This is an optimization exercise on Yosys and OpenROAD, whose aim is small area and a short achievable clock period, not a production implementation.
RTL that was checked went through simulation tests only; none was proved equivalent to the original.
No activity file was given, so power comes from the tool's default toggle rates.

Design arbiter, start of the top module:
module arbiter
  #(
    parameter NUM_REQ = 64
  ) (
    input clk,
    input rst,
    input [NUM_REQ-1:0] req,
    output reg [NUM_REQ-1:0] grant
  );
==> flow/config.mk <==
export PLATFORM = sky130hd
export DESIGN_NAME = arbiter
export DESIGN_NICKNAME = arbiter
export VERILOG_FILES = /design/flow/design.v
export SDC_FILE = /design/flow/constraint.sdc
export NUM_CORES = 4
export LEC_CHECK = 0
export CAP_MARGIN = 20
export CORE_MARGIN = 2
export CORE_UTILIZATION = 40
export SLEW_MARGIN = 20
==> flow/constraint.sdc <==
create_clock -name core_clock -period 50.0 [get_ports {clk}]
set_input_delay 10.0000 -clock core_clock [delete_from_list [all_inputs] [get_ports {clk}]]
set_output_delay 10.0000 -clock core_clock [all_outputs]
set_load 0.01 [all_outputs]
standard.sh (not shown) runs the stock make flow with config.mk's settings and CLKGATE_MAP_FILE= SYNTH_SCRIPT=/design/flow/synth_recipe.tcl, a recipe that flattens the netlist after the stock synthesis.
==> flow/flow/run.sh <==
#!/bin/bash
# Own layout flow: the standard ORFS flow, with two changes:
#  - synthesis maps the logic with an area-oriented ABC script (flow/area.abc)
#    instead of ORFS's speed/area scripts; everything else in synthesis is the
#    standard script (synth_recipe.tcl), so registers keep their names and cells;
#  - port buffers use the smallest buffer, sky130_fd_sc_hd__buf_1.
# Each step's output goes to a log file in the work folder.
set -euo pipefail
here=$(pwd)
flowdir=$here/flow
# synthesis script: synth_recipe.tcl with the abc call pointed at our script
{
  echo "proc abc {args} {"
  echo "  set i [lsearch -exact \$args -script]"
  echo "  if {\$i >= 0} { set args [lreplace \$args \$i [expr {\$i+1}] -script $flowdir/area.abc] }"
  echo "  set i [lsearch -exact \$args -D]"
  echo "  if {\$i >= 0} { set args [lreplace \$args \$i [expr {\$i+1}]] }"
  echo "  yosys abc {*}\$args"
  echo "}"
  cat "$here/synth_recipe.tcl"
} > "$here/own_synth.tcl"
sed "s#SYNTH_SCRIPT=[^ ]*#SYNTH_SCRIPT=$here/own_synth.tcl#" "$here/standard.sh" > "$here/own_standard.sh"
export BUFFER_PORTS_ARGS="-buffer_cell sky130_fd_sc_hd__buf_1"
bash "$here/own_standard.sh" synth > "$here/synth.log" 2>&1
bash "$here/own_standard.sh" floorplan > "$here/floorplan.log" 2>&1
bash "$here/own_standard.sh" place > "$here/place.log" 2>&1
bash "$here/own_standard.sh" cts > "$here/cts.log" 2>&1
bash "$here/own_standard.sh" route > "$here/route.log" 2>&1
bash "$here/own_standard.sh" finish > "$here/finish.log" 2>&1
==> flow/flow/area.abc <==
strash
&get -n
&fraig -x
&put
scorr
dc2
dretime
strash
&get -n
&dch -f
&nf -R 1000
&put
The baseline finished with timing, DRC and antenna clean.
==> next run, changes <==
--- a/flow/flow/run.sh
+++ b/flow/flow/run.sh
@@ -21,4 +21,5 @@
 } > "$here/own_synth.tcl"
 sed "s#SYNTH_SCRIPT=[^ ]*#SYNTH_SCRIPT=$here/own_synth.tcl#" "$here/standard.sh" > "$here/own_standard.sh"
+export SETUP_SLACK_MARGIN=26
 export BUFFER_PORTS_ARGS="-buffer_cell sky130_fd_sc_hd__buf_1"
 bash "$here/own_standard.sh" synth > "$here/synth.log" 2>&1
==> flow/flow/area.abc (replaced) <==
strash
&get -n
&st
&dch -f
&nf -R 1000
&put
Global-route usage drops by 3.5 points.
Routed wire length drops by 9.4%.
Synthesized cell count drops by 6.4%.
Register-to-register slack is better by 1100 ps.
Area after synthesis drops by 3.1%.
Worst setup slack is better by 1400 ps.
Critical path depth drops by 6.
Die area drops by 2.9%.
Via count drops by 5.9%.
==> next run, changes <==
--- a/flow/flow/run.sh
+++ b/flow/flow/run.sh
@@ -21,5 +21,4 @@
 } > "$here/own_synth.tcl"
 sed "s#SYNTH_SCRIPT=[^ ]*#SYNTH_SCRIPT=$here/own_synth.tcl#" "$here/standard.sh" > "$here/own_standard.sh"
-export SETUP_SLACK_MARGIN=26
 export BUFFER_PORTS_ARGS="-buffer_cell sky130_fd_sc_hd__buf_1"
 bash "$here/own_standard.sh" synth > "$here/synth.log" 2>&1
The new run ran to the end with no violations.
Worst setup slack got worse by 460 ps.
Non-clock buffer count goes down by 11.
Fmax goes down by 1.9%.
Utilization goes down by 6.5 points.
Sequential power goes down by 5.6%.
Sequential cell count is unchanged.
Count of clock-buffer cells in the layout stays the same.
Power goes down by 5.3%.
No run of this note included a check of the RTL's function; only the layout flow was run.

The RTL this note starts from:
==> flow/design.v <==
module arbiter
  #(
    parameter NUM_REQ = 64
  ) (
    input clk,
    input rst,
    input [NUM_REQ-1:0] req,
    output reg [NUM_REQ-1:0] grant
  );
  localparam W  = $clog2(NUM_REQ);
  localparam BW = 3;                
  localparam B  = 1 << BW;          
  localparam NB = NUM_REQ / B;      
  reg [W-1:0] last;
  wire [W-1:0] st = last + 1'b1;    
  wire [W-BW-1:0] sh = st[W-1:BW];
  wire [BW-1:0]   sl = st[BW-1:0];
  reg [NUM_REQ-1:0] e;      
  reg [NUM_REQ-1:0] kin;    
  reg [NUM_REQ-1:0] sloc;   
  reg [NB-1:0] g, k;        
  reg [NB:0] c;             
  reg [NB:0] a;             
  reg any_hi;
  reg [NB-1:0] bg;
  reg [B-1:0] lg;
  reg any;
  reg [W-1:0] nxt;
  integer i, b, j;
  always @(*) begin
    for (i = 0; i < NUM_REQ; i = i + 1) begin
      e[i]   = (i[W-1:BW] == sh) && (i[BW-1:0] == sl);
      kin[i] = (i[W-1:BW] == sh) && (i[BW-1:0] >= sl);
    end
    for (b = 0; b < NB; b = b + 1) begin
      sloc[b*B] = 1'b0;
      for (j = 1; j < B; j = j + 1)
        sloc[b*B+j] = (sloc[b*B+j-1] | req[b*B+j-1]) & ~e[b*B+j];
      g[b] = (sloc[b*B+B-1] | req[b*B+B-1]);
      k[b] = kin[b*B+B-1];
    end
    a[0] = 1'b0;
    for (b = 0; b < NB; b = b + 1)
      a[b+1] = g[b] | (a[b] & ~k[b]);
    any_hi = a[NB];
    c[0] = any_hi;
    for (b = 0; b < NB; b = b + 1)
      c[b+1] = g[b] | (c[b] & ~k[b]);
    for (i = 0; i < NUM_REQ; i = i + 1)
      grant[i] = req[i] & ~sloc[i] & ~(c[i/B] & ~kin[i]);
    for (b = 0; b < NB; b = b + 1)
      bg[b] = |grant[b*B +: B];
    for (j = 0; j < B; j = j + 1) begin
      lg[j] = 1'b0;
      for (b = 0; b < NB; b = b + 1)
        lg[j] = lg[j] | grant[b*B+j];
    end
    any = |bg;
    nxt = '0;
    for (b = 0; b < NB; b = b + 1)
      if (bg[b]) nxt[W-1:BW] = nxt[W-1:BW] | b[W-BW-1:0];
    for (j = 0; j < B; j = j + 1)
      if (lg[j]) nxt[BW-1:0] = nxt[BW-1:0] | j[BW-1:0];
  end
  always @(posedge clk) begin
    if (rst) last <= '0;
    else if (any) last <= nxt;
  end
endmodule
==> flow/config.mk <==
export PLATFORM = sky130hd
export DESIGN_NAME = arbiter
export DESIGN_NICKNAME = arbiter
export VERILOG_FILES = /design/flow/design.v
export SDC_FILE = /design/flow/constraint.sdc
export NUM_CORES = 4
export LEC_CHECK = 0
export CAP_MARGIN = 20
export CORE_MARGIN = 2
export CORE_UTILIZATION = 40
export SLEW_MARGIN = 20
==> flow/constraint.sdc <==
create_clock -name core_clock -period 50.0 [get_ports {clk}]
set_input_delay 10.0000 -clock core_clock [delete_from_list [all_inputs] [get_ports {clk}]]
set_output_delay 10.0000 -clock core_clock [all_outputs]
set_load 0.01 [all_outputs]
==> flow/flow/run.sh <==
#!/bin/bash
# Own layout flow: the standard ORFS flow, with two changes:
#  - synthesis maps the logic with an area-oriented ABC script (flow/area.abc)
#    instead of ORFS's speed/area scripts; everything else in synthesis is the
#    standard script (synth_recipe.tcl), so registers keep their names and cells;
#  - port buffers use the smallest buffer, sky130_fd_sc_hd__buf_1.
# Each step's output goes to a log file in the work folder.
set -euo pipefail
here=$(pwd)
flowdir=$here/flow
# synthesis script: synth_recipe.tcl with the abc call pointed at our script
{
  echo "proc abc {args} {"
  echo "  set i [lsearch -exact \$args -script]"
  echo "  if {\$i >= 0} { set args [lreplace \$args \$i [expr {\$i+1}] -script $flowdir/area.abc] }"
  echo "  set i [lsearch -exact \$args -D]"
  echo "  if {\$i >= 0} { set args [lreplace \$args \$i [expr {\$i+1}]] }"
  echo "  yosys abc {*}\$args"
  echo "}"
  cat "$here/synth_recipe.tcl"
} > "$here/own_synth.tcl"
sed "s#SYNTH_SCRIPT=[^ ]*#SYNTH_SCRIPT=$here/own_synth.tcl#" "$here/standard.sh" > "$here/own_standard.sh"
export BUFFER_PORTS_ARGS="-buffer_cell sky130_fd_sc_hd__buf_1"
bash "$here/own_standard.sh" synth > "$here/synth.log" 2>&1
bash "$here/own_standard.sh" floorplan > "$here/floorplan.log" 2>&1
bash "$here/own_standard.sh" place > "$here/place.log" 2>&1
bash "$here/own_standard.sh" cts > "$here/cts.log" 2>&1
bash "$here/own_standard.sh" route > "$here/route.log" 2>&1
bash "$here/own_standard.sh" finish > "$here/finish.log" 2>&1
==> flow/flow/area.abc <==
strash
dc2
&get -n
&dch -f
&nf -R 1000
&put
Change:
==> flow/flow/area.abc (replaced) <==
strash
&get -n
&st
&dch -f
&nf -R 1000
&put
Effect: The changed run went through all stages and came out clean. Sequential power fell by 4.0%. Register-to-register slack gains 1100 ps. Die area is lower by 0.54%. Cell area goes down by 0.49%. Setup slack is better by 440 ps. Clock skew barely changes. Via count drops by 3.7%.

Another version of the RTL of arbiter (not shown whole).
For scale: ~330 cells after synthesis, about 6 flip-flops, roughly 2000 sq um of cells after synthesis.
Design arbiter, start of the top module:
module arbiter
  #(
    parameter NUM_REQ = 64
  ) (
    input clk,
    input rst,
    input [NUM_REQ-1:0] req,
    output reg [NUM_REQ-1:0] grant
  );
==> flow/config.mk <==
export PLATFORM = sky130hd
export DESIGN_NAME = arbiter
export DESIGN_NICKNAME = arbiter
export VERILOG_FILES = /design/flow/design.v
export SDC_FILE = /design/flow/constraint.sdc
export NUM_CORES = 4
export LEC_CHECK = 0
export CAP_MARGIN = 20
export CORE_MARGIN = 2
export CORE_UTILIZATION = 40
export CTS_BUF_LIST = sky130_fd_sc_hd__clkbuf_1
export SLEW_MARGIN = 70
==> flow/constraint.sdc <==
create_clock -name core_clock -period 50.0 [get_ports {clk}]
set_input_delay 10.0000 -clock core_clock [delete_from_list [all_inputs] [get_ports {clk}]]
set_output_delay 10.0000 -clock core_clock [all_outputs]
set_load 0.01 [all_outputs]
==> flow/flow/area.abc <==
strash
&get -n
&st
&dch -f
&nf -R 1000
&put
Scripts as last shown in full above: flow/flow/run.sh
The starting point completed without violations.
Rerun with:
==> flow/flow/area.abc (replaced) <==
&get -n
&st
&syn2
&if -g -K 6
&synch2
&nf -R 1000
&put
--- a/flow/config.mk
+++ b/flow/config.mk
@@ -10,3 +10,2 @@
 export CORE_UTILIZATION = 40
-export CTS_BUF_LIST = sky130_fd_sc_hd__clkbuf_1
-export SLEW_MARGIN = 70
+export SLEW_MARGIN = 20
After rerunning: Critical path depth came out lower by 6. Wire length climbs by 35%. First-iteration DRC count went up by about 60%. Clock-buffer cell count stays the same. Global-route usage came out higher by 5.0 points. Clock power grows to 3.0 times its value. Maximum frequency is lower by 0.72%.

==> what the ideal ports hide <==
The results above use ideal ports. As a check the final layouts listed here were re-extracted and re-timed, cells and wires unchanged. Step 1: set_driving_cell puts a clkbuf_16 on clk and a buf_2 on each other input, an assumption about the parent block. Step 2, shift: input delay + t, output delay - t, t = (earliest + latest rising clock arrival at the registers) / 2. This alone moves slack from input paths to output paths. Slacks: ideal ports / drivers / drivers and shift; pairs: ideal ports / drivers.
run	t, ns	setup WS [ns]	hold WS [ns]	worst register clock-pin slew, ns	worst slew at a driven data input, ns
the first run of note 1	0.244	24.571 / 24.550 / 24.550	1.041 / 1.041 / 1.041	0.04 / 0.04	0.03
the second run of note 1	0.252	26.001 / 25.982 / 25.982	0.610 / 0.610 / 0.610	0.04 / 0.04	0.04
the third run of note 1	0.251	25.545 / 25.524 / 25.524	0.584 / 0.584 / 0.584	0.04 / 0.04	0.04
the first run of note 2	0.246	23.852 / 23.831 / 23.831	0.517 / 0.517 / 0.517	0.04 / 0.04	0.04
the second run of note 2	0.237	24.293 / 24.271 / 24.271	0.577 / 0.577 / 0.577	0.04 / 0.04	0.04
the first run of note 3	0.266	25.736 / 25.713 / 25.713	0.589 / 0.589 / 0.589	0.11 / 0.11	0.04
the second run of note 3	0.253	25.560 / 25.537 / 25.537	0.782 / 0.782 / 0.782	0.04 / 0.04	0.04
After both steps setup and hold are still met in every run listed.
